From an optimization exercise on the open Yosys and OpenROAD flow, aimed at small area, a short achievable clock period and few clock cycles; shortcuts taken in it are not production practice.
No functional check of the RTL was part of any run shown here.
Power is estimated from default activity; no workload was simulated.

===== design/flow/config.mk =====
export PLATFORM = sky130hd
export DESIGN_NAME = DATAPATH
export DESIGN_NICKNAME = DATAPATH
export VERILOG_FILES = /design/flow/design.v
export SDC_FILE = /design/flow/constraint.sdc
export NUM_CORES = 4
export LEC_CHECK = 0
export ABC_AREA = 1
export CAP_MARGIN = 20
export CORE_MARGIN = 2
export CORE_UTILIZATION = 60
export CTS_BUF_LIST = sky130_fd_sc_hd__clkbuf_4 sky130_fd_sc_hd__clkbuf_8
export CTS_CLUSTER_SIZE = 30
export SLEW_MARGIN = 20
export SYNTH_HIERARCHICAL = 1
export SYNTH_MINIMUM_KEEP_SIZE = 0

===== design/flow/constraint.sdc =====
create_clock -name core_clock -period 4.0 [get_ports {clk}]
set_input_delay 0.8000 -clock core_clock [delete_from_list [all_inputs] [get_ports {clk}]]
set_output_delay 0.8000 -clock core_clock [all_outputs]
set_load 0.01 [all_outputs]

===== design/flow/design.v =====
`timescale 1ns / 1ps
module DATAPATH(Product, done, clk, multiplicand, multiplier, start, rst);
output [31:0] Product;
output reg done;
input [16:0] multiplicand;
input [16:0] multiplier;
input clk, start, rst;
wire one1 = multiplier[0] ^ 1'b0;
wire two2 = (multiplier[1] & ~multiplier[0] & ~1'b0) | (~multiplier[1] & multiplier[0] & 1'b0);
wire pp3 = ((one1 & multiplicand[0])) ^ multiplier[1];
wire pp4 = ((one1 & multiplicand[1]) | (two2 & multiplicand[0])) ^ multiplier[1];
wire pp5 = ((one1 & multiplicand[2]) | (two2 & multiplicand[1])) ^ multiplier[1];
wire pp6 = ((one1 & multiplicand[3]) | (two2 & multiplicand[2])) ^ multiplier[1];
wire pp7 = ((one1 & multiplicand[4]) | (two2 & multiplicand[3])) ^ multiplier[1];
wire pp8 = ((one1 & multiplicand[5]) | (two2 & multiplicand[4])) ^ multiplier[1];
wire pp9 = ((one1 & multiplicand[6]) | (two2 & multiplicand[5])) ^ multiplier[1];
wire pp10 = ((one1 & multiplicand[7]) | (two2 & multiplicand[6])) ^ multiplier[1];
wire pp11 = ((one1 & multiplicand[8]) | (two2 & multiplicand[7])) ^ multiplier[1];
wire pp12 = ((one1 & multiplicand[9]) | (two2 & multiplicand[8])) ^ multiplier[1];
wire pp13 = ((one1 & multiplicand[10]) | (two2 & multiplicand[9])) ^ multiplier[1];
wire pp14 = ((one1 & multiplicand[11]) | (two2 & multiplicand[10])) ^ multiplier[1];
wire pp15 = ((one1 & multiplicand[12]) | (two2 & multiplicand[11])) ^ multiplier[1];
wire pp16 = ((one1 & multiplicand[13]) | (two2 & multiplicand[12])) ^ multiplier[1];
wire pp17 = ((one1 & multiplicand[14]) | (two2 & multiplicand[13])) ^ multiplier[1];
wire pp18 = ((one1 & multiplicand[15]) | (two2 & multiplicand[14])) ^ multiplier[1];
wire pp19 = ((two2 & multiplicand[15])) ^ multiplier[1];
wire sn20 = ~multiplier[1];
wire one21 = multiplier[2] ^ multiplier[1];
wire two22 = (multiplier[3] & ~multiplier[2] & ~multiplier[1]) | (~multiplier[3] & multiplier[2] & multiplier[1]);
wire pp23 = ((one21 & multiplicand[0])) ^ multiplier[3];
wire pp24 = ((one21 & multiplicand[1]) | (two22 & multiplicand[0])) ^ multiplier[3];
wire pp25 = ((one21 & multiplicand[2]) | (two22 & multiplicand[1])) ^ multiplier[3];
wire pp26 = ((one21 & multiplicand[3]) | (two22 & multiplicand[2])) ^ multiplier[3];
wire pp27 = ((one21 & multiplicand[4]) | (two22 & multiplicand[3])) ^ multiplier[3];
wire pp28 = ((one21 & multiplicand[5]) | (two22 & multiplicand[4])) ^ multiplier[3];
wire pp29 = ((one21 & multiplicand[6]) | (two22 & multiplicand[5])) ^ multiplier[3];
wire pp30 = ((one21 & multiplicand[7]) | (two22 & multiplicand[6])) ^ multiplier[3];
wire pp31 = ((one21 & multiplicand[8]) | (two22 & multiplicand[7])) ^ multiplier[3];
wire pp32 = ((one21 & multiplicand[9]) | (two22 & multiplicand[8])) ^ multiplier[3];
wire pp33 = ((one21 & multiplicand[10]) | (two22 & multiplicand[9])) ^ multiplier[3];
wire pp34 = ((one21 & multiplicand[11]) | (two22 & multiplicand[10])) ^ multiplier[3];
wire pp35 = ((one21 & multiplicand[12]) | (two22 & multiplicand[11])) ^ multiplier[3];
wire pp36 = ((one21 & multiplicand[13]) | (two22 & multiplicand[12])) ^ multiplier[3];
wire pp37 = ((one21 & multiplicand[14]) | (two22 & multiplicand[13])) ^ multiplier[3];
wire pp38 = ((one21 & multiplicand[15]) | (two22 & multiplicand[14])) ^ multiplier[3];
wire pp39 = ((two22 & multiplicand[15])) ^ multiplier[3];
wire sn40 = ~multiplier[3];
wire one41 = multiplier[4] ^ multiplier[3];
wire two42 = (multiplier[5] & ~multiplier[4] & ~multiplier[3]) | (~multiplier[5] & multiplier[4] & multiplier[3]);
wire pp43 = ((one41 & multiplicand[0])) ^ multiplier[5];
wire pp44 = ((one41 & multiplicand[1]) | (two42 & multiplicand[0])) ^ multiplier[5];
wire pp45 = ((one41 & multiplicand[2]) | (two42 & multiplicand[1])) ^ multiplier[5];
wire pp46 = ((one41 & multiplicand[3]) | (two42 & multiplicand[2])) ^ multiplier[5];
wire pp47 = ((one41 & multiplicand[4]) | (two42 & multiplicand[3])) ^ multiplier[5];
wire pp48 = ((one41 & multiplicand[5]) | (two42 & multiplicand[4])) ^ multiplier[5];
wire pp49 = ((one41 & multiplicand[6]) | (two42 & multiplicand[5])) ^ multiplier[5];
wire pp50 = ((one41 & multiplicand[7]) | (two42 & multiplicand[6])) ^ multiplier[5];
wire pp51 = ((one41 & multiplicand[8]) | (two42 & multiplicand[7])) ^ multiplier[5];
wire pp52 = ((one41 & multiplicand[9]) | (two42 & multiplicand[8])) ^ multiplier[5];
wire pp53 = ((one41 & multiplicand[10]) | (two42 & multiplicand[9])) ^ multiplier[5];
wire pp54 = ((one41 & multiplicand[11]) | (two42 & multiplicand[10])) ^ multiplier[5];
wire pp55 = ((one41 & multiplicand[12]) | (two42 & multiplicand[11])) ^ multiplier[5];
wire pp56 = ((one41 & multiplicand[13]) | (two42 & multiplicand[12])) ^ multiplier[5];
wire pp57 = ((one41 & multiplicand[14]) | (two42 & multiplicand[13])) ^ multiplier[5];
wire pp58 = ((one41 & multiplicand[15]) | (two42 & multiplicand[14])) ^ multiplier[5];
wire pp59 = ((two42 & multiplicand[15])) ^ multiplier[5];
wire sn60 = ~multiplier[5];
wire one61 = multiplier[6] ^ multiplier[5];
wire two62 = (multiplier[7] & ~multiplier[6] & ~multiplier[5]) | (~multiplier[7] & multiplier[6] & multiplier[5]);
wire pp63 = ((one61 & multiplicand[0])) ^ multiplier[7];
wire pp64 = ((one61 & multiplicand[1]) | (two62 & multiplicand[0])) ^ multiplier[7];
wire pp65 = ((one61 & multiplicand[2]) | (two62 & multiplicand[1])) ^ multiplier[7];
wire pp66 = ((one61 & multiplicand[3]) | (two62 & multiplicand[2])) ^ multiplier[7];
wire pp67 = ((one61 & multiplicand[4]) | (two62 & multiplicand[3])) ^ multiplier[7];
wire pp68 = ((one61 & multiplicand[5]) | (two62 & multiplicand[4])) ^ multiplier[7];
wire pp69 = ((one61 & multiplicand[6]) | (two62 & multiplicand[5])) ^ multiplier[7];
wire pp70 = ((one61 & multiplicand[7]) | (two62 & multiplicand[6])) ^ multiplier[7];
wire pp71 = ((one61 & multiplicand[8]) | (two62 & multiplicand[7])) ^ multiplier[7];
wire pp72 = ((one61 & multiplicand[9]) | (two62 & multiplicand[8])) ^ multiplier[7];
wire pp73 = ((one61 & multiplicand[10]) | (two62 & multiplicand[9])) ^ multiplier[7];
wire pp74 = ((one61 & multiplicand[11]) | (two62 & multiplicand[10])) ^ multiplier[7];
wire pp75 = ((one61 & multiplicand[12]) | (two62 & multiplicand[11])) ^ multiplier[7];
wire pp76 = ((one61 & multiplicand[13]) | (two62 & multiplicand[12])) ^ multiplier[7];
wire pp77 = ((one61 & multiplicand[14]) | (two62 & multiplicand[13])) ^ multiplier[7];
wire pp78 = ((one61 & multiplicand[15]) | (two62 & multiplicand[14])) ^ multiplier[7];
wire pp79 = ((two62 & multiplicand[15])) ^ multiplier[7];
wire sn80 = ~multiplier[7];
wire one81 = multiplier[8] ^ multiplier[7];
wire two82 = (multiplier[9] & ~multiplier[8] & ~multiplier[7]) | (~multiplier[9] & multiplier[8] & multiplier[7]);
wire pp83 = ((one81 & multiplicand[0])) ^ multiplier[9];
wire pp84 = ((one81 & multiplicand[1]) | (two82 & multiplicand[0])) ^ multiplier[9];
wire pp85 = ((one81 & multiplicand[2]) | (two82 & multiplicand[1])) ^ multiplier[9];
wire pp86 = ((one81 & multiplicand[3]) | (two82 & multiplicand[2])) ^ multiplier[9];
wire pp87 = ((one81 & multiplicand[4]) | (two82 & multiplicand[3])) ^ multiplier[9];
wire pp88 = ((one81 & multiplicand[5]) | (two82 & multiplicand[4])) ^ multiplier[9];
wire pp89 = ((one81 & multiplicand[6]) | (two82 & multiplicand[5])) ^ multiplier[9];
wire pp90 = ((one81 & multiplicand[7]) | (two82 & multiplicand[6])) ^ multiplier[9];
wire pp91 = ((one81 & multiplicand[8]) | (two82 & multiplicand[7])) ^ multiplier[9];
wire pp92 = ((one81 & multiplicand[9]) | (two82 & multiplicand[8])) ^ multiplier[9];
wire pp93 = ((one81 & multiplicand[10]) | (two82 & multiplicand[9])) ^ multiplier[9];
wire pp94 = ((one81 & multiplicand[11]) | (two82 & multiplicand[10])) ^ multiplier[9];
wire pp95 = ((one81 & multiplicand[12]) | (two82 & multiplicand[11])) ^ multiplier[9];
wire pp96 = ((one81 & multiplicand[13]) | (two82 & multiplicand[12])) ^ multiplier[9];
wire pp97 = ((one81 & multiplicand[14]) | (two82 & multiplicand[13])) ^ multiplier[9];
wire pp98 = ((one81 & multiplicand[15]) | (two82 & multiplicand[14])) ^ multiplier[9];
wire pp99 = ((two82 & multiplicand[15])) ^ multiplier[9];
wire sn100 = ~multiplier[9];
wire one101 = multiplier[10] ^ multiplier[9];
wire two102 = (multiplier[11] & ~multiplier[10] & ~multiplier[9]) | (~multiplier[11] & multiplier[10] & multiplier[9]);
wire pp103 = ((one101 & multiplicand[0])) ^ multiplier[11];
wire pp104 = ((one101 & multiplicand[1]) | (two102 & multiplicand[0])) ^ multiplier[11];
wire pp105 = ((one101 & multiplicand[2]) | (two102 & multiplicand[1])) ^ multiplier[11];
wire pp106 = ((one101 & multiplicand[3]) | (two102 & multiplicand[2])) ^ multiplier[11];
wire pp107 = ((one101 & multiplicand[4]) | (two102 & multiplicand[3])) ^ multiplier[11];
wire pp108 = ((one101 & multiplicand[5]) | (two102 & multiplicand[4])) ^ multiplier[11];
wire pp109 = ((one101 & multiplicand[6]) | (two102 & multiplicand[5])) ^ multiplier[11];
wire pp110 = ((one101 & multiplicand[7]) | (two102 & multiplicand[6])) ^ multiplier[11];
wire pp111 = ((one101 & multiplicand[8]) | (two102 & multiplicand[7])) ^ multiplier[11];
wire pp112 = ((one101 & multiplicand[9]) | (two102 & multiplicand[8])) ^ multiplier[11];
wire pp113 = ((one101 & multiplicand[10]) | (two102 & multiplicand[9])) ^ multiplier[11];
wire pp114 = ((one101 & multiplicand[11]) | (two102 & multiplicand[10])) ^ multiplier[11];
wire pp115 = ((one101 & multiplicand[12]) | (two102 & multiplicand[11])) ^ multiplier[11];
wire pp116 = ((one101 & multiplicand[13]) | (two102 & multiplicand[12])) ^ multiplier[11];
wire pp117 = ((one101 & multiplicand[14]) | (two102 & multiplicand[13])) ^ multiplier[11];
wire pp118 = ((one101 & multiplicand[15]) | (two102 & multiplicand[14])) ^ multiplier[11];
wire pp119 = ((two102 & multiplicand[15])) ^ multiplier[11];
wire sn120 = ~multiplier[11];
wire one121 = multiplier[12] ^ multiplier[11];
wire two122 = (multiplier[13] & ~multiplier[12] & ~multiplier[11]) | (~multiplier[13] & multiplier[12] & multiplier[11]);
wire pp123 = ((one121 & multiplicand[0])) ^ multiplier[13];
wire pp124 = ((one121 & multiplicand[1]) | (two122 & multiplicand[0])) ^ multiplier[13];
wire pp125 = ((one121 & multiplicand[2]) | (two122 & multiplicand[1])) ^ multiplier[13];
wire pp126 = ((one121 & multiplicand[3]) | (two122 & multiplicand[2])) ^ multiplier[13];
wire pp127 = ((one121 & multiplicand[4]) | (two122 & multiplicand[3])) ^ multiplier[13];
wire pp128 = ((one121 & multiplicand[5]) | (two122 & multiplicand[4])) ^ multiplier[13];
wire pp129 = ((one121 & multiplicand[6]) | (two122 & multiplicand[5])) ^ multiplier[13];
wire pp130 = ((one121 & multiplicand[7]) | (two122 & multiplicand[6])) ^ multiplier[13];
wire pp131 = ((one121 & multiplicand[8]) | (two122 & multiplicand[7])) ^ multiplier[13];
wire pp132 = ((one121 & multiplicand[9]) | (two122 & multiplicand[8])) ^ multiplier[13];
wire pp133 = ((one121 & multiplicand[10]) | (two122 & multiplicand[9])) ^ multiplier[13];
wire pp134 = ((one121 & multiplicand[11]) | (two122 & multiplicand[10])) ^ multiplier[13];
wire pp135 = ((one121 & multiplicand[12]) | (two122 & multiplicand[11])) ^ multiplier[13];
wire pp136 = ((one121 & multiplicand[13]) | (two122 & multiplicand[12])) ^ multiplier[13];
wire pp137 = ((one121 & multiplicand[14]) | (two122 & multiplicand[13])) ^ multiplier[13];
wire pp138 = ((one121 & multiplicand[15]) | (two122 & multiplicand[14])) ^ multiplier[13];
wire pp139 = ((two122 & multiplicand[15])) ^ multiplier[13];
wire sn140 = ~multiplier[13];
wire one141 = multiplier[14] ^ multiplier[13];
wire two142 = (multiplier[15] & ~multiplier[14] & ~multiplier[13]) | (~multiplier[15] & multiplier[14] & multiplier[13]);
wire pp143 = ((one141 & multiplicand[0])) ^ multiplier[15];
wire pp144 = ((one141 & multiplicand[1]) | (two142 & multiplicand[0])) ^ multiplier[15];
wire pp145 = ((one141 & multiplicand[2]) | (two142 & multiplicand[1])) ^ multiplier[15];
wire pp146 = ((one141 & multiplicand[3]) | (two142 & multiplicand[2])) ^ multiplier[15];
wire pp147 = ((one141 & multiplicand[4]) | (two142 & multiplicand[3])) ^ multiplier[15];
wire pp148 = ((one141 & multiplicand[5]) | (two142 & multiplicand[4])) ^ multiplier[15];
wire pp149 = ((one141 & multiplicand[6]) | (two142 & multiplicand[5])) ^ multiplier[15];
wire pp150 = ((one141 & multiplicand[7]) | (two142 & multiplicand[6])) ^ multiplier[15];
wire pp151 = ((one141 & multiplicand[8]) | (two142 & multiplicand[7])) ^ multiplier[15];
wire pp152 = ((one141 & multiplicand[9]) | (two142 & multiplicand[8])) ^ multiplier[15];
wire pp153 = ((one141 & multiplicand[10]) | (two142 & multiplicand[9])) ^ multiplier[15];
wire pp154 = ((one141 & multiplicand[11]) | (two142 & multiplicand[10])) ^ multiplier[15];
wire pp155 = ((one141 & multiplicand[12]) | (two142 & multiplicand[11])) ^ multiplier[15];
wire pp156 = ((one141 & multiplicand[13]) | (two142 & multiplicand[12])) ^ multiplier[15];
wire pp157 = ((one141 & multiplicand[14]) | (two142 & multiplicand[13])) ^ multiplier[15];
wire pp158 = ((one141 & multiplicand[15]) | (two142 & multiplicand[14])) ^ multiplier[15];
wire pp159 = ((two142 & multiplicand[15])) ^ multiplier[15];
wire sn160 = ~multiplier[15];
wire pp161 = multiplicand[0] & multiplier[15];
wire pp162 = multiplicand[1] & multiplier[15];
wire pp163 = multiplicand[2] & multiplier[15];
wire pp164 = multiplicand[3] & multiplier[15];
wire pp165 = multiplicand[4] & multiplier[15];
wire pp166 = multiplicand[5] & multiplier[15];
wire pp167 = multiplicand[6] & multiplier[15];
wire pp168 = multiplicand[7] & multiplier[15];
wire pp169 = multiplicand[8] & multiplier[15];
wire pp170 = multiplicand[9] & multiplier[15];
wire pp171 = multiplicand[10] & multiplier[15];
wire pp172 = multiplicand[11] & multiplier[15];
wire pp173 = multiplicand[12] & multiplier[15];
wire pp174 = multiplicand[13] & multiplier[15];
wire pp175 = multiplicand[14] & multiplier[15];
wire pp176 = multiplicand[15] & multiplier[15];
wire s177, c178;
HA2 u_s177 (.a(multiplier[11]), .b(pp13), .s(s177), .co(c178));
wire s179, c180;
HA2 u_s179 (.a(pp14), .b(pp32), .s(s179), .co(c180));
wire s181, c182;
FA3 u_s181 (.a(multiplier[13]), .b(pp15), .c(pp33), .s(s181), .co(c182));
wire s183, c184;
HA2 u_s183 (.a(pp51), .b(pp69), .s(s183), .co(c184));
wire s185, c186;
FA3 u_s185 (.a(pp16), .b(pp34), .c(pp52), .s(s185), .co(c186));
wire s187, c188;
HA2 u_s187 (.a(pp70), .b(pp88), .s(s187), .co(c188));
wire s189, c190;
FA3 u_s189 (.a(multiplier[15]), .b(pp17), .c(pp35), .s(s189), .co(c190));
wire s191, c192;
FA3 u_s191 (.a(pp53), .b(pp71), .c(pp89), .s(s191), .co(c192));
wire s193, c194;
HA2 u_s193 (.a(pp107), .b(pp125), .s(s193), .co(c194));
wire s195, c196;
FA3 u_s195 (.a(pp18), .b(pp36), .c(pp54), .s(s195), .co(c196));
wire s197, c198;
FA3 u_s197 (.a(pp72), .b(pp90), .c(pp108), .s(s197), .co(c198));
wire s199, c200;
HA2 u_s199 (.a(pp126), .b(pp144), .s(s199), .co(c200));
wire s201, c202;
FA3 u_s201 (.a(pp161), .b(pp19), .c(pp37), .s(s201), .co(c202));
wire s203, c204;
FA3 u_s203 (.a(pp55), .b(pp73), .c(pp91), .s(s203), .co(c204));
wire s205, c206;
FA3 u_s205 (.a(pp109), .b(pp127), .c(pp145), .s(s205), .co(c206));
wire s207, c208;
FA3 u_s207 (.a(multiplier[1]), .b(pp162), .c(pp38), .s(s207), .co(c208));
wire s209, c210;
FA3 u_s209 (.a(pp56), .b(pp74), .c(pp92), .s(s209), .co(c210));
wire s211, c212;
FA3 u_s211 (.a(pp110), .b(pp128), .c(pp146), .s(s211), .co(c212));
wire s213, c214;
FA3 u_s213 (.a(multiplier[1]), .b(pp163), .c(pp39), .s(s213), .co(c214));
wire s215, c216;
FA3 u_s215 (.a(pp57), .b(pp75), .c(pp93), .s(s215), .co(c216));
wire s217, c218;
FA3 u_s217 (.a(pp111), .b(pp129), .c(pp147), .s(s217), .co(c218));
wire s219, c220;
FA3 u_s219 (.a(sn20), .b(sn40), .c(pp164), .s(s219), .co(c220));
wire s221, c222;
FA3 u_s221 (.a(pp58), .b(pp76), .c(pp94), .s(s221), .co(c222));
wire s223, c224;
FA3 u_s223 (.a(pp112), .b(pp130), .c(pp148), .s(s223), .co(c224));
wire s225 = ~(pp165 ^ pp59);
wire c226 = pp165 | pp59;
wire s227, c228;
FA3 u_s227 (.a(pp77), .b(pp95), .c(pp113), .s(s227), .co(c228));
wire s229, c230;
HA2 u_s229 (.a(pp131), .b(pp149), .s(s229), .co(c230));
wire s231, c232;
FA3 u_s231 (.a(sn60), .b(pp166), .c(pp78), .s(s231), .co(c232));
wire s233, c234;
FA3 u_s233 (.a(pp96), .b(pp114), .c(pp132), .s(s233), .co(c234));
wire s235 = ~(pp167 ^ pp79);
wire c236 = pp167 | pp79;
wire s237, c238;
HA2 u_s237 (.a(pp97), .b(pp115), .s(s237), .co(c238));
wire s239, c240;
FA3 u_s239 (.a(sn80), .b(pp168), .c(pp98), .s(s239), .co(c240));
wire s241, c242;
HA2 u_s241 (.a(1'b1), .b(pp169), .s(s241), .co(c242));
wire s243, c244;
HA2 u_s243 (.a(multiplier[7]), .b(pp9), .s(s243), .co(c244));
wire s245, c246;
HA2 u_s245 (.a(pp10), .b(pp28), .s(s245), .co(c246));
wire s247, c248;
FA3 u_s247 (.a(multiplier[9]), .b(pp11), .c(pp29), .s(s247), .co(c248));
wire s249, c250;
HA2 u_s249 (.a(pp47), .b(pp65), .s(s249), .co(c250));
wire s251, c252;
FA3 u_s251 (.a(pp12), .b(pp30), .c(pp48), .s(s251), .co(c252));
wire s253, c254;
HA2 u_s253 (.a(pp66), .b(pp84), .s(s253), .co(c254));
wire s255, c256;
FA3 u_s255 (.a(pp31), .b(pp49), .c(pp67), .s(s255), .co(c256));
wire s257, c258;
FA3 u_s257 (.a(pp85), .b(pp103), .c(s177), .s(s257), .co(c258));
wire s259, c260;
FA3 u_s259 (.a(pp50), .b(pp68), .c(pp86), .s(s259), .co(c260));
wire s261, c262;
FA3 u_s261 (.a(pp104), .b(c178), .c(s179), .s(s261), .co(c262));
wire s263, c264;
FA3 u_s263 (.a(pp87), .b(pp105), .c(pp123), .s(s263), .co(c264));
wire s265, c266;
FA3 u_s265 (.a(c180), .b(s183), .c(s181), .s(s265), .co(c266));
wire s267, c268;
FA3 u_s267 (.a(pp106), .b(pp124), .c(c184), .s(s267), .co(c268));
wire s269, c270;
FA3 u_s269 (.a(s187), .b(c182), .c(s185), .s(s269), .co(c270));
wire s271, c272;
FA3 u_s271 (.a(pp143), .b(c188), .c(s193), .s(s271), .co(c272));
wire s273, c274;
FA3 u_s273 (.a(c186), .b(s189), .c(s191), .s(s273), .co(c274));
wire s275, c276;
FA3 u_s275 (.a(c194), .b(s199), .c(c190), .s(s275), .co(c276));
wire s277, c278;
FA3 u_s277 (.a(c192), .b(s195), .c(s197), .s(s277), .co(c278));
wire s279, c280;
FA3 u_s279 (.a(c200), .b(c196), .c(c198), .s(s279), .co(c280));
wire s281, c282;
FA3 u_s281 (.a(s201), .b(s203), .c(s205), .s(s281), .co(c282));
wire s283, c284;
FA3 u_s283 (.a(c202), .b(c204), .c(c206), .s(s283), .co(c284));
wire s285, c286;
FA3 u_s285 (.a(s207), .b(s209), .c(s211), .s(s285), .co(c286));
wire s287, c288;
FA3 u_s287 (.a(c208), .b(c210), .c(c212), .s(s287), .co(c288));
wire s289, c290;
FA3 u_s289 (.a(s213), .b(s215), .c(s217), .s(s289), .co(c290));
wire s291, c292;
FA3 u_s291 (.a(s219), .b(c214), .c(c216), .s(s291), .co(c292));
wire s293, c294;
FA3 u_s293 (.a(c218), .b(s221), .c(s223), .s(s293), .co(c294));
wire s295, c296;
FA3 u_s295 (.a(c220), .b(s229), .c(c222), .s(s295), .co(c296));
wire s297, c298;
FA3 u_s297 (.a(c224), .b(s225), .c(s227), .s(s297), .co(c298));
wire s299, c300;
FA3 u_s299 (.a(pp150), .b(c230), .c(c226), .s(s299), .co(c300));
wire s301, c302;
FA3 u_s301 (.a(c228), .b(s231), .c(s233), .s(s301), .co(c302));
wire s303, c304;
FA3 u_s303 (.a(pp133), .b(pp151), .c(s237), .s(s303), .co(c304));
wire s305, c306;
FA3 u_s305 (.a(c232), .b(c234), .c(s235), .s(s305), .co(c306));
wire s307, c308;
FA3 u_s307 (.a(pp116), .b(pp134), .c(pp152), .s(s307), .co(c308));
wire s309, c310;
FA3 u_s309 (.a(c238), .b(c236), .c(s239), .s(s309), .co(c310));
wire s311, c312;
FA3 u_s311 (.a(s241), .b(pp99), .c(pp117), .s(s311), .co(c312));
wire s313, c314;
FA3 u_s313 (.a(pp135), .b(pp153), .c(c240), .s(s313), .co(c314));
wire s315, c316;
FA3 u_s315 (.a(sn100), .b(pp170), .c(c242), .s(s315), .co(c316));
wire s317, c318;
FA3 u_s317 (.a(pp118), .b(pp136), .c(pp154), .s(s317), .co(c318));
wire s319 = ~(pp171 ^ pp119);
wire c320 = pp171 | pp119;
wire s321, c322;
HA2 u_s321 (.a(pp137), .b(pp155), .s(s321), .co(c322));
wire s323, c324;
FA3 u_s323 (.a(sn120), .b(pp172), .c(pp138), .s(s323), .co(c324));
wire s325, c326;
HA2 u_s325 (.a(1'b1), .b(pp173), .s(s325), .co(c326));
wire s327, c328;
HA2 u_s327 (.a(multiplier[5]), .b(pp7), .s(s327), .co(c328));
wire s329, c330;
HA2 u_s329 (.a(pp8), .b(pp26), .s(s329), .co(c330));
wire s331, c332;
FA3 u_s331 (.a(pp27), .b(pp45), .c(pp63), .s(s331), .co(c332));
wire s333, c334;
FA3 u_s333 (.a(pp46), .b(pp64), .c(c244), .s(s333), .co(c334));
wire s335, c336;
FA3 u_s335 (.a(pp83), .b(c246), .c(s249), .s(s335), .co(c336));
wire s337, c338;
FA3 u_s337 (.a(c250), .b(s253), .c(c248), .s(s337), .co(c338));
wire s339, c340;
FA3 u_s339 (.a(c254), .b(c252), .c(s255), .s(s339), .co(c340));
wire s341, c342;
FA3 u_s341 (.a(c256), .b(s259), .c(c258), .s(s341), .co(c342));
wire s343, c344;
FA3 u_s343 (.a(c260), .b(s263), .c(c262), .s(s343), .co(c344));
wire s345, c346;
FA3 u_s345 (.a(c264), .b(s267), .c(c266), .s(s345), .co(c346));
wire s347, c348;
FA3 u_s347 (.a(c268), .b(s271), .c(c270), .s(s347), .co(c348));
wire s349, c350;
FA3 u_s349 (.a(c272), .b(c274), .c(s275), .s(s349), .co(c350));
wire s351, c352;
FA3 u_s351 (.a(c276), .b(c278), .c(s279), .s(s351), .co(c352));
wire s353, c354;
FA3 u_s353 (.a(c280), .b(c282), .c(s283), .s(s353), .co(c354));
wire s355, c356;
FA3 u_s355 (.a(c284), .b(c286), .c(s287), .s(s355), .co(c356));
wire s357, c358;
FA3 u_s357 (.a(c288), .b(c290), .c(s291), .s(s357), .co(c358));
wire s359, c360;
FA3 u_s359 (.a(c292), .b(c294), .c(s295), .s(s359), .co(c360));
wire s361, c362;
FA3 u_s361 (.a(c296), .b(c298), .c(s299), .s(s361), .co(c362));
wire s363, c364;
FA3 u_s363 (.a(s303), .b(c300), .c(c302), .s(s363), .co(c364));
wire s365, c366;
FA3 u_s365 (.a(s307), .b(c304), .c(c306), .s(s365), .co(c366));
wire s367, c368;
FA3 u_s367 (.a(c308), .b(s311), .c(c310), .s(s367), .co(c368));
wire s369, c370;
FA3 u_s369 (.a(s315), .b(c312), .c(s317), .s(s369), .co(c370));
wire s371, c372;
FA3 u_s371 (.a(s321), .b(c316), .c(c318), .s(s371), .co(c372));
wire s373, c374;
FA3 u_s373 (.a(pp156), .b(c322), .c(c320), .s(s373), .co(c374));
wire s375, c376;
FA3 u_s375 (.a(s325), .b(pp139), .c(pp157), .s(s375), .co(c376));
wire s377, c378;
FA3 u_s377 (.a(sn140), .b(pp174), .c(c326), .s(s377), .co(c378));
wire s379, c380;
HA2 u_s379 (.a(1'b1), .b(pp175), .s(s379), .co(c380));
wire s381, c382;
HA2 u_s381 (.a(multiplier[3]), .b(pp5), .s(s381), .co(c382));
wire s383, c384;
HA2 u_s383 (.a(pp6), .b(pp24), .s(s383), .co(c384));
wire s385, c386;
FA3 u_s385 (.a(pp25), .b(pp43), .c(s327), .s(s385), .co(c386));
wire s387, c388;
FA3 u_s387 (.a(pp44), .b(c328), .c(s329), .s(s387), .co(c388));
wire s389, c390;
FA3 u_s389 (.a(c330), .b(s243), .c(s331), .s(s389), .co(c390));
wire s391, c392;
FA3 u_s391 (.a(s245), .b(c332), .c(s333), .s(s391), .co(c392));
wire s393, c394;
FA3 u_s393 (.a(s247), .b(c334), .c(s335), .s(s393), .co(c394));
wire s395, c396;
FA3 u_s395 (.a(s251), .b(c336), .c(s337), .s(s395), .co(c396));
wire s397, c398;
FA3 u_s397 (.a(s257), .b(c338), .c(s339), .s(s397), .co(c398));
wire s399, c400;
FA3 u_s399 (.a(s261), .b(c340), .c(s341), .s(s399), .co(c400));
wire s401, c402;
FA3 u_s401 (.a(s265), .b(c342), .c(s343), .s(s401), .co(c402));
wire s403, c404;
FA3 u_s403 (.a(s269), .b(c344), .c(s345), .s(s403), .co(c404));
wire s405, c406;
FA3 u_s405 (.a(s273), .b(c346), .c(s347), .s(s405), .co(c406));
wire s407, c408;
FA3 u_s407 (.a(s277), .b(c348), .c(s349), .s(s407), .co(c408));
wire s409, c410;
FA3 u_s409 (.a(s281), .b(c350), .c(s351), .s(s409), .co(c410));
wire s411, c412;
FA3 u_s411 (.a(s285), .b(c352), .c(s353), .s(s411), .co(c412));
wire s413, c414;
FA3 u_s413 (.a(s289), .b(c354), .c(s355), .s(s413), .co(c414));
wire s415, c416;
FA3 u_s415 (.a(s293), .b(c356), .c(s357), .s(s415), .co(c416));
wire s417, c418;
FA3 u_s417 (.a(s297), .b(c358), .c(s359), .s(s417), .co(c418));
wire s419, c420;
FA3 u_s419 (.a(s301), .b(c360), .c(s361), .s(s419), .co(c420));
wire s421, c422;
FA3 u_s421 (.a(s305), .b(c362), .c(s363), .s(s421), .co(c422));
wire s423, c424;
FA3 u_s423 (.a(s309), .b(c364), .c(s365), .s(s423), .co(c424));
wire s425, c426;
FA3 u_s425 (.a(s313), .b(c366), .c(s367), .s(s425), .co(c426));
wire s427, c428;
FA3 u_s427 (.a(c314), .b(s369), .c(c368), .s(s427), .co(c428));
wire s429, c430;
FA3 u_s429 (.a(s319), .b(c370), .c(s371), .s(s429), .co(c430));
wire s431, c432;
FA3 u_s431 (.a(s323), .b(c372), .c(s373), .s(s431), .co(c432));
wire s433, c434;
FA3 u_s433 (.a(c324), .b(s375), .c(c374), .s(s433), .co(c434));
wire s435, c436;
FA3 u_s435 (.a(pp158), .b(s377), .c(c376), .s(s435), .co(c436));
wire s437, c438;
FA3 u_s437 (.a(s379), .b(pp159), .c(c378), .s(s437), .co(c438));
wire s439, c440;
FA3 u_s439 (.a(sn160), .b(pp176), .c(c380), .s(s439), .co(c440));
wire s441, c442;
HA2 u_s441 (.a(multiplier[1]), .b(pp3), .s(s441), .co(c442));
wire s443, c444;
HA2 u_s443 (.a(pp4), .b(c442), .s(s443), .co(c444));
wire s445, c446;
FA3 u_s445 (.a(pp23), .b(s381), .c(c444), .s(s445), .co(c446));
wire s447, c448;
FA3 u_s447 (.a(c382), .b(s383), .c(c446), .s(s447), .co(c448));
wire s449, c450;
FA3 u_s449 (.a(c384), .b(s385), .c(c448), .s(s449), .co(c450));
wire s451, c452;
HA2 u_s451 (.a(s437), .b(c436), .s(s451), .co(c452));
wire s453 = s439 ^ c438 ^ c452;
wire [31:0] row_s = {s453, s451, s435, s433, c430, s429, s427, c424, c422, c420, c418, c416, c414, c412, c410, c408, c406, c404, c402, c400, c398, c396, c394, c392, c390, c388, c386, 1'b0, 1'b0, 1'b0, 1'b0, 1'b0};
wire [31:0] row_c = {1'b0, 1'b0, c434, c432, s431, c428, c426, s425, s423, s421, s419, s417, s415, s413, s411, s409, s407, s405, s403, s401, s399, s397, s395, s393, s391, s389, s387, 1'b0, 1'b0, 1'b0, 1'b0, 1'b0};
reg [31:0] acc_s, acc_c;
always @(posedge clk)
 if (start) begin
  acc_s <= row_s;
  acc_c <= row_c;
 end
reg [4:0] lo_r;
reg cin_r;
always @(posedge clk)
 if (start) begin
  lo_r <= {s449, s447, s445, s443, s441};
  cin_r <= c450;
 end
wire g454, p455;
HA2 u_g454 (.a(acc_s[5]), .b(acc_c[5]), .s(p455), .co(g454));
wire g456, p457;
HA2 u_g456 (.a(acc_s[6]), .b(acc_c[6]), .s(p457), .co(g456));
wire g458, p459;
HA2 u_g458 (.a(acc_s[7]), .b(acc_c[7]), .s(p459), .co(g458));
wire g460, p461;
HA2 u_g460 (.a(acc_s[8]), .b(acc_c[8]), .s(p461), .co(g460));
wire g462, p463;
HA2 u_g462 (.a(acc_s[9]), .b(acc_c[9]), .s(p463), .co(g462));
wire g464, p465;
HA2 u_g464 (.a(acc_s[10]), .b(acc_c[10]), .s(p465), .co(g464));
wire g466, p467;
HA2 u_g466 (.a(acc_s[11]), .b(acc_c[11]), .s(p467), .co(g466));
wire g468, p469;
HA2 u_g468 (.a(acc_s[12]), .b(acc_c[12]), .s(p469), .co(g468));
wire g470, p471;
HA2 u_g470 (.a(acc_s[13]), .b(acc_c[13]), .s(p471), .co(g470));
wire g472, p473;
HA2 u_g472 (.a(acc_s[14]), .b(acc_c[14]), .s(p473), .co(g472));
wire g474, p475;
HA2 u_g474 (.a(acc_s[15]), .b(acc_c[15]), .s(p475), .co(g474));
wire g476, p477;
HA2 u_g476 (.a(acc_s[16]), .b(acc_c[16]), .s(p477), .co(g476));
wire g478, p479;
HA2 u_g478 (.a(acc_s[17]), .b(acc_c[17]), .s(p479), .co(g478));
wire g480, p481;
HA2 u_g480 (.a(acc_s[18]), .b(acc_c[18]), .s(p481), .co(g480));
wire g482, p483;
HA2 u_g482 (.a(acc_s[19]), .b(acc_c[19]), .s(p483), .co(g482));
wire g484, p485;
HA2 u_g484 (.a(acc_s[20]), .b(acc_c[20]), .s(p485), .co(g484));
wire g486, p487;
HA2 u_g486 (.a(acc_s[21]), .b(acc_c[21]), .s(p487), .co(g486));
wire g488, p489;
HA2 u_g488 (.a(acc_s[22]), .b(acc_c[22]), .s(p489), .co(g488));
wire g490, p491;
HA2 u_g490 (.a(acc_s[23]), .b(acc_c[23]), .s(p491), .co(g490));
wire g492, p493;
HA2 u_g492 (.a(acc_s[24]), .b(acc_c[24]), .s(p493), .co(g492));
wire g494, p495;
HA2 u_g494 (.a(acc_s[25]), .b(acc_c[25]), .s(p495), .co(g494));
wire g496, p497;
HA2 u_g496 (.a(acc_s[26]), .b(acc_c[26]), .s(p497), .co(g496));
wire g498, p499;
HA2 u_g498 (.a(acc_s[27]), .b(acc_c[27]), .s(p499), .co(g498));
wire g500, p501;
HA2 u_g500 (.a(acc_s[28]), .b(acc_c[28]), .s(p501), .co(g500));
wire g502, p503;
HA2 u_g502 (.a(acc_s[29]), .b(acc_c[29]), .s(p503), .co(g502));
wire q504 = (p455 & cin_r) | g454;
wire q505 = (p459 & g456) | g458;
wire q506 = p459 & p457;
wire q507 = (p463 & g460) | g462;
wire q508 = p463 & p461;
wire q509 = (p467 & g464) | g466;
wire q510 = p467 & p465;
wire q511 = (p471 & g468) | g470;
wire q512 = p471 & p469;
wire q513 = (p475 & g472) | g474;
wire q514 = p475 & p473;
wire q515 = (p479 & g476) | g478;
wire q516 = p479 & p477;
wire q517 = (p483 & g480) | g482;
wire q518 = p483 & p481;
wire q519 = (p487 & g484) | g486;
wire q520 = p487 & p485;
wire q521 = (p491 & g488) | g490;
wire q522 = p491 & p489;
wire q523 = (p495 & g492) | g494;
wire q524 = p495 & p493;
wire q525 = (p499 & g496) | g498;
wire q526 = p499 & p497;
wire q527 = (p503 & g500) | g502;
wire q528 = p503 & p501;
wire q529 = acc_s[31] & acc_s[30];
wire q530 = (q506 & q504) | q505;
wire q531 = (q510 & q507) | q509;
wire q532 = q510 & q508;
wire q533 = (q514 & q511) | q513;
wire q534 = q514 & q512;
wire q535 = (q518 & q515) | q517;
wire q536 = q518 & q516;
wire q537 = (q522 & q519) | q521;
wire q538 = q522 & q520;
wire q539 = (q526 & q523) | q525;
wire q540 = q526 & q524;
wire q541 = q529 & q527;
wire q542 = q529 & q528;
wire q543 = (q534 & q531) | q533;
wire q544 = q534 & q532;
wire q545 = (q538 & q535) | q537;
wire q546 = q538 & q536;
wire q547 = (q542 & q539) | q541;
wire q548 = q542 & q540;
wire q549 = (q544 & q530) | q543;
wire q550 = (q548 & q545) | q547;
wire q551 = q548 & q546;
wire q552 = (q551 & q549) | q550;
wire q553 = (q546 & q549) | q545;
wire q554 = (q532 & q530) | q531;
wire q555 = (q536 & q549) | q535;
wire q556 = (q540 & q553) | q539;
wire q557 = (q508 & q530) | q507;
wire q558 = (q512 & q554) | q511;
wire q559 = (q516 & q549) | q515;
wire q560 = (q520 & q555) | q519;
wire q561 = (q524 & q553) | q523;
wire q562 = (q528 & q556) | q527;
wire q563 = (p457 & q504) | g456;
wire q564 = (p461 & q530) | g460;
wire q565 = (p465 & q557) | g464;
wire q566 = (p469 & q554) | g468;
wire q567 = (p473 & q558) | g472;
wire q568 = (p477 & q549) | g476;
wire q569 = (p481 & q559) | g480;
wire q570 = (p485 & q555) | g484;
wire q571 = (p489 & q560) | g488;
wire q572 = (p493 & q553) | g492;
wire q573 = (p497 & q561) | g496;
wire q574 = (p501 & q556) | g500;
wire q575 = acc_s[30] & q562;
wire q576 = p455 ^ cin_r;
wire q577 = p457 ^ q504;
wire q578 = p459 ^ q563;
wire q579 = p461 ^ q530;
wire q580 = p463 ^ q564;
wire q581 = p465 ^ q557;
wire q582 = p467 ^ q565;
wire q583 = p469 ^ q554;
wire q584 = p471 ^ q566;
wire q585 = p473 ^ q558;
wire q586 = p475 ^ q567;
wire q587 = p477 ^ q549;
wire q588 = p479 ^ q568;
wire q589 = p481 ^ q559;
wire q590 = p483 ^ q569;
wire q591 = p485 ^ q555;
wire q592 = p487 ^ q570;
wire q593 = p489 ^ q560;
wire q594 = p491 ^ q571;
wire q595 = p493 ^ q553;
wire q596 = p495 ^ q572;
wire q597 = p497 ^ q561;
wire q598 = p499 ^ q573;
wire q599 = p501 ^ q556;
wire q600 = p503 ^ q574;
wire q601 = acc_s[30] ^ q562;
wire q602 = acc_s[31] ^ q575;
assign Product = {q602, q601, q600, q599, q598, q597, q596, q595, q594, q593, q592, q591, q590, q589, q588, q587, q586, q585, q584, q583, q582, q581, q580, q579, q578, q577, q576, lo_r[4], lo_r[3], lo_r[2], lo_r[1], lo_r[0]};
always @(posedge clk)
 if (rst)
  done <= 1'b0;
 else
  done <= start;
endmodule
module FA3(a, b, c, s, co);
input a, b, c;
output s, co;
assign s = a ^ b ^ c;
assign co = (a & b) | (a & c) | (b & c);
endmodule
module BSEL(one, two, neg, a0, a1, pp);
input one, two, neg, a0, a1;
output pp;
assign pp = ((one & a0) | (two & a1)) ^ neg;
endmodule
module AO21(a, b, c, y);
input a, b, c;
output y;
assign y = (a & b) | c;
endmodule
module HA2(a, b, s, co);
input a, b;
output s, co;
assign s = a ^ b;
assign co = a & b;
endmodule

===== design/flow/flow/run.sh =====
#!/bin/bash
# Standard layout, with plain buffers (instead of delay buffers) on the ports.
set -euo pipefail
export BUFFER_PORTS_ARGS="-buffer_cell sky130_fd_sc_hd__buf_2"
export MATCH_CELL_FOOTPRINT=0
bash standard.sh > standard.log 2>&1

===== design/flow/standard.sh =====
#!/bin/bash
# synth_recipe.tcl (not shown) runs the flow's synth.tcl, then flattens the netlist and writes it again
# the make line also repeats each setting of config.mk as NAME=value (left out here)
make -C /OpenROAD-flow-scripts/flow DESIGN_CONFIG=/design/flow/config.mk WORK_HOME=/design/flow/orfs CLKGATE_MAP_FILE= SYNTH_SCRIPT=/design/flow/synth_recipe.tcl "${@:-finish}"

==> metrics.cfg, run 1 <==
[detailed_routing]
vias_per_cell=5.646
drt_first_pass_iters=5
postRouteAntennaNets=0
wl_per_cell_um=18.80
drc=0
finalWirelength_um=19900
vias=5973
first_iter_violations=420

[global_route]
grtUsageTotal_pct=28.92
antenna_found_initial=0
grt-ovfl-total=0
first_global_vias=6158
grt_max_degree=38
grt_pass1_wl_um=32330

[sta]
worst_slack_ns=0.1549
rsz0062_at_grt=false
slew_viol_final=0
fin_crit_sh_pct=96.13
hold_viol_final=0
fin_crit_ns=3.845
setup_viol_count_final=0
max_slew_margin_pct=42.87
fmax_mhz=260.1
worst_pin_slew_ns=0.8569
whs_ns=0.5779

[floorplan]
core.rowCount=43
die_w_um=122.3
core-area_sq_mm=0.01377
top_level_ports=70
die_area_sq_mm=0.01497
start_util_pct=61.00
die-height_um=122.3

[layout]
stdcell_count=1058
nFillCells=1121
area_growth_pct=9.456
drive_gt1_share_pct=20.50
layout.nets=1087
fin_area_sq_mm=0.009196
final_util_pct=66.77
antenna_cells=0

[logic_synthesis]
synth_area_sq_mm=0.008402
synth_warnings=7
syn-instance-count=813
synth-seq-cells=59
syn_area_per_cell_sq_um=10.33
synth.distinct_cells=33
yosysSeqAreaShare_pct=20.97

[clock_tree]
h-tree-depth=3
cts_tree=yes
cts_setup_buffers=0
cts_buffer_depth=2
clock-sinks=59
numCtsBuffers=9
cts-root-buf=clkbuf_8
clkTransAtPathRegs_ns=0.07

[pwr]
p_leak_uw=0.004221
vdd_ir_drop_max_v=0.0004238
p_per_area_mw_per_mm2=635.8

[worst_setup_path]
path_cells=buf_2, or2_1, nor2_2, a21oi_2, o22ai_1, xor2_1, fa_1, fa_1, fa_1, fa_1
worst_ep_required_time_ns=4.12
endpoint_kind=flip-flop
worst-setup-path-type=input pin to flip-flop
cp-start-kind=input pin
cp_data_arrival_time_ns=3.96
slowest_delay_ns=0.58
crit_fanout=15
worst_path_max_delay_cell=a21oi_2
cpMostUsedCell=fa_1

[run_status]
outcome=timing/DRC/antenna clean

[place]
place.gp.congestion=0.9643
dp_cells=1042
hpwl_um=16000
place_area_sq_mm=0.008999
pre_cts_slack_ns=-0.1951
portBuffers=67

[flow_run]
cap_violations=0

[hold_path]
worstHoldPathType=input pin to flip-flop

timing repair:
item,4_1_cts,5_1_grt
endpoints found under the hold margin,0,0
resized for setup,0,1
setup endpoints to repair,0,2
hold buffers,0,0
stage by stage:
stage	setup TNS, ns	total power [uW]
2_1_floorplan	0	4705
3_3_place_gp	-1.428	5146
3_5_place_dp	-2.676	5322
4_1_cts	0	5911
5_1_grt	0	6492
6_report	0	5847
worst paths after layout:
kind | start | endpoint | slack, ns | cells past startpoint
max | multiplier[9] | acc_c[21] | 0.15 | 10
min | rst | done | 0.58 | 2
cells in the final DEF (no fill, tap or decap), drive strengths merged, types with 7 or more instances in the layout:
master,count
edfxtp,58
buf,125
o22ai,120
nor2,34
fa,112
clkbuf,11
xor2,130
nand3,8
ha,65
xnor2,13
a21oi,17
nand2,84
o21ai,7
inv,74
synth_stat cells, drive strengths merged:
cell | instances | area [sq um]
a21o | 1 | 7.510
a21oi | 17 | 118.9
a22oi | 1 | 7.510
buf | 60 | 414.2
clkbuf | 18 | 67.56
clkinv | 1 | 3.750
conb | 1 | 3.750
dfxtp | 1 | 20.02
edfxtp | 58 | 1742
fa | 112 | 2242
ha | 65 | 813.3
inv | 74 | 277.8
nand2 | 84 | 320.3
nand3 | 8 | 40.04
nor2 | 34 | 162.7
nor3 | 2 | 10.01
o21ai | 7 | 35.03
o21bai | 3 | 22.52
o22ai | 120 | 819.5
or2 | 3 | 21.27
xnor2 | 13 | 113.9
xor2 | 130 | 1139
modules after synthesis (local to each module, per instance):
module	cell area [sq um]	cells inside	times used
DATAPATH	5559	653	1
FA3	20.02	1	112
HA2	12.51	1	48
where the power goes:
part | internal [uW] | switching, uW | total [uW]
Clock | 298 | 262 | 560
Combinational | 1800 | 2220 | 4020
Sequential | 1180 | 87.6 | 1260
Total | 3270 | 2570 | 5850
flip-flops by register name, summed over array words and instances, names as in the netlist:
register and count:
acc_s 27, acc_c 25, lo_r 5, cin_r 1, done 1
cell type report:
| class | instances | area (sq um) | area share [%] |
|---|---|---|---|
| sequential | 59 | 1762 | 19.16 |
| timing repair buffer | 125 | 845.8 | 9.197 |
| clock buffer | 11 | 138.9 | 1.510 |
| multi-input combinational | 603 | 5889 | 64.04 |
| inverter | 75 | 281.5 | 3.061 |
| tap | 180 | 225.2 | 2.449 |
| clock inverter | 5 | 53.80 | 0.5850 |
metal layers:
| metal | track usage, % | routed length [um] | part of all wire, % |
|---|---|---|---|
| met1 | 40.46 | 9068 | 46 |
| met2 | 46.35 | 9355 | 47 |
| met3 | 5.297 | 1158 | 5.8 |
| met4 | 8.405 | 312 | 1.6 |
| met5 | 0 | 0 | 0 |
cell families after synthesis:
family	after synthesis	synth area share, %
adder cells (fa/ha/maj)	177	36.37
XOR/XNOR	143	14.91
AO/OA/AOI/OAI	149	12.03
other	1	0.04463
flip-flops	59	20.97
buffers and inverters	153	9.084
AND/OR/NAND/NOR	131	6.597
critical path: cells and delay by family:
kind / cells / cell delay, ns
buf+inv: 1 / 0.13
xor+xnor: 1 / 0.21
compound gates: 2 / 0.77
simple gates: 2 / 0.19
fa+ha+maj: 4 / 1.86
==> run 2, diff against run 1 <==
==> design/flow/flow/run.sh (replaced) <==
#!/bin/bash
# Standard layout, with plain buffers (instead of delay buffers) on the ports.
set -euo pipefail
export BUFFER_PORTS_ARGS="-buffer_cell sky130_fd_sc_hd__buf_2"
bash standard.sh > standard.log 2>&1
--- a/design/flow/config.mk
+++ b/design/flow/config.mk
@@ -9,7 +9,8 @@
 export CAP_MARGIN = 20
 export CORE_MARGIN = 2
-export CORE_UTILIZATION = 60
+export CORE_UTILIZATION = 40
 export CTS_BUF_LIST = sky130_fd_sc_hd__clkbuf_4 sky130_fd_sc_hd__clkbuf_8
 export CTS_CLUSTER_SIZE = 30
+export PLACE_DENSITY = 0.75
 export SLEW_MARGIN = 20
 export SYNTH_HIERARCHICAL = 1
==> run 2 against run 1 <==
  * Synthesized cell count unchanged
  * Final cell count increased by 8.7%
  * Sequential power about the same
  * Critical path type unchanged
  * Largest cell class unchanged
  * Largest power group unchanged
==> metrics.cfg, run 2 <==
[run_status]
outcome=timing/DRC/antenna clean

[detailed_routing]
wl_per_cell_um=16.77
first_iter_violations=468
postRouteAntennaNets=0
finalWirelength_um=19290
drc=0
vias=6001
drt_first_pass_iters=5
vias_per_cell=5.218

[global_route]
grt_pass1_wl_um=30900
first_global_vias=6159
grt-ovfl-total=0
grtUsageTotal_pct=17.83
grt_max_degree=44
antenna_found_initial=1

[logic_synthesis]
synth.distinct_cells=33
synth_area_leaders=fa_1 27%, edfxtp_1 21%, xor2_1 14%
synth_common_cells=130 x xor2_1, 112 x fa_1, 109 x o22ai_1
synth-async-reset-ratio_pct=0
syn_area_per_cell_sq_um=10.33
syn-instance-count=813
yosysSeqAreaShare_pct=20.97
yosysTopAreaCell=fa_1
synth_edf_count=58
yosysTopAreaCellShare_pct=26.69
synth_most_common_cell=xor2_1
synth-seq-cells=59
synth_warnings=7
synth_top_flop_cell=edfxtp_1
synth_area_sq_mm=0.008402

[sta]
slew_viol_final=0
whs_ns=0.5889
setup_viol_count_final=0
max_slew_margin_pct=35.71
worst_slack_ns=0.1585
fmax_mhz=260.3
rsz0062_at_grt=false
worst_pin_slew_ns=0.9643
fin_crit_ns=3.841
hold_viol_final=0
fin_crit_sh_pct=96.04

[clock_tree]
cts_tree=yes
hold_buffers=0
cts_setup_buffers=0
cts_buffer_depth=2
post_cts_resized=0
clock-sinks=59
clkTransAtPathRegs_ns=0.06
numCtsBuffers=9
h-tree-depth=3
cts-root-buf=clkbuf_8

[hold_path]
whs_path_depth=2
worstHoldPathType=input pin to flip-flop
worstHoldStart=rst
hold_end=done

[floorplan]
die-height_um=148.9
core.rowCount=53
die_area_sq_mm=0.02218
die_w_um=148.9
core-area_sq_mm=0.02082
start_util_pct=40.35
top_level_ports=70

[layout]
drive_gt1_share_pct=20.00
layout.cells.most_common_list=130 x xor2_1, 112 x fa_1, 109 x o22ai_1
final_common_cell=xor2_1
antenna_cells=0
largest-register=acc_s
area_growth_pct=10.92
top_regs=acc_s x27, acc_c x25, lo_r x5
largest_register_ffs=27
layout.nets=1084

[place]
portBuffers=67
pre_cts_slack_ns=-0.1774
hpwl_um=15580
place.gp.congestion=0.9806

[worst_setup_path]
worst-setup-path-type=input pin to flip-flop
crit_fanout=15
worst_ep_required_time_ns=4.10
cp_data_arrival_time_ns=3.94
cp-start-kind=input pin
endpoint_kind=flip-flop

[flow_run]
cap_violations=0

[pwr]
p_leak_uw=0.004218
p_per_area_mw_per_mm2=634.0
finalPower_uw=5908
vdd_ir_drop_max_v=0.0002673

[run 2: cell counts after synthesis]
No cell type changed its count.
[run 2: layer usage]
metal,global-route usage [%],part of all wire (%)
met5,0,0.036
met4,6.143,2.5
met3,4.862,7.7
met2,29.59,48
met1,22.52,42
[run 2: kinds of logic after synthesis]
family                   share of synthesized area, %
other                                         0.04463
adder cells (fa/ha/maj)                         36.37
buffers and inverters                           9.084
AO/OA/AOI/OAI                                   12.03
AND/OR/NAND/NOR                                 6.597
XOR/XNOR                                        14.91
flip-flops                                      20.97
[run 2: layout make-up]
type,instances,area (sq um)
fill,1972,11500
clock inverter,6,80.08
timing repair buffer,122,835.8
sequential,59,1762
inverter,75,281.5
multi-input combinational,603,5884
tap,275,344.1
clock buffer,10,131.4
[run 2: how the worst max path moves through the flow]
stage	start	to	slack [ns]	cells after the start
finish	multiplier[9]	acc_c[20]	0.16	10
global route	multiplier[7]	acc_c[20]	0.03	10
CTS	acc_s[5]	Product[31]	0.19	17
detailed placement	multiplier[9]	acc_c[20]	-0.18	10
global placement	multiplier[9]	acc_c[21]	-0.11	10
floorplan	multiplier[5]	acc_c[17]	0.15	11
[run 2: modules after synthesis (local to each module, per instance)]
module	cells inside	cell area (sq um)	flip-flops and latches
DATAPATH	653	5559	59
HA2	1	12.51	0
FA3	1	20.02	0
[run 2: critical path, cell delays in order]
cell and delay (ns):
buf_2 0.13, or2_1 0.14, nor2_2 0.05, a21oi_2 0.53
o22ai_1 0.17, xor2_1 0.21, fa_1 0.51, fa_1 0.42
fa_1 0.55, fa_1 0.42
[run 2: stage by stage]
stage / utilization [%] / setup TNS [ns] / area [sq um] / cells
detailed placement: 43.74 / -1.614 / 9107 / 1134
CTS: 44.75 / 0 / 9319 / 1150
finish: 44.75 / 0 / 9319 / 1150
floorplan: - / 0 / 8409 / 815
global route: 44.75 / 0 / 9319 / 1150
global placement: 43.74 / -0.9388 / 9107 / 1134
[run 2: report_power, final]
part | leakage [uW] | switching (uW) | internal (uW)
logic | 0.00354 | 2250 | 1800
registers | 0.000575 | 78.5 | 1170
clock network | 0.000105 | 254 | 352
total | 0.00422 | 2580 | 3320

[re-timing with driven ports]
The results above use ideal ports. As a check the final layouts listed here were re-extracted and re-timed, cells and wires unchanged.
Step 1, drivers: a clkbuf_16 drives clk and a buf_2 each remaining input, both assumed.
Step 2, shift: input delay + t, output delay - t, t = (earliest + latest rising clock arrival at the registers) / 2. This alone moves slack from input paths to output paths.
a / b / c = ideal / step 1 / step 2; a / b = the first two.
| run | t, ns | setup WS [ns] | hold WS [ns] | pins driven straight from the clock port |
|---|---|---|---|---|
| run 1 | 0.415 | 0.155 / 0.130 / -0.286 | 0.578 / 0.562 / 0.977 | 1 |
| run 2 | 0.394 | 0.159 / 0.172 / -0.222 | 0.589 / 0.577 / 0.971 | 1 |
Met with ideal ports but missed after step 2: setup timing in run 1 and run 2. The setup slack of run 1, which loses most, moves by -0.025 ns with the drivers and by -0.441 ns with both steps.
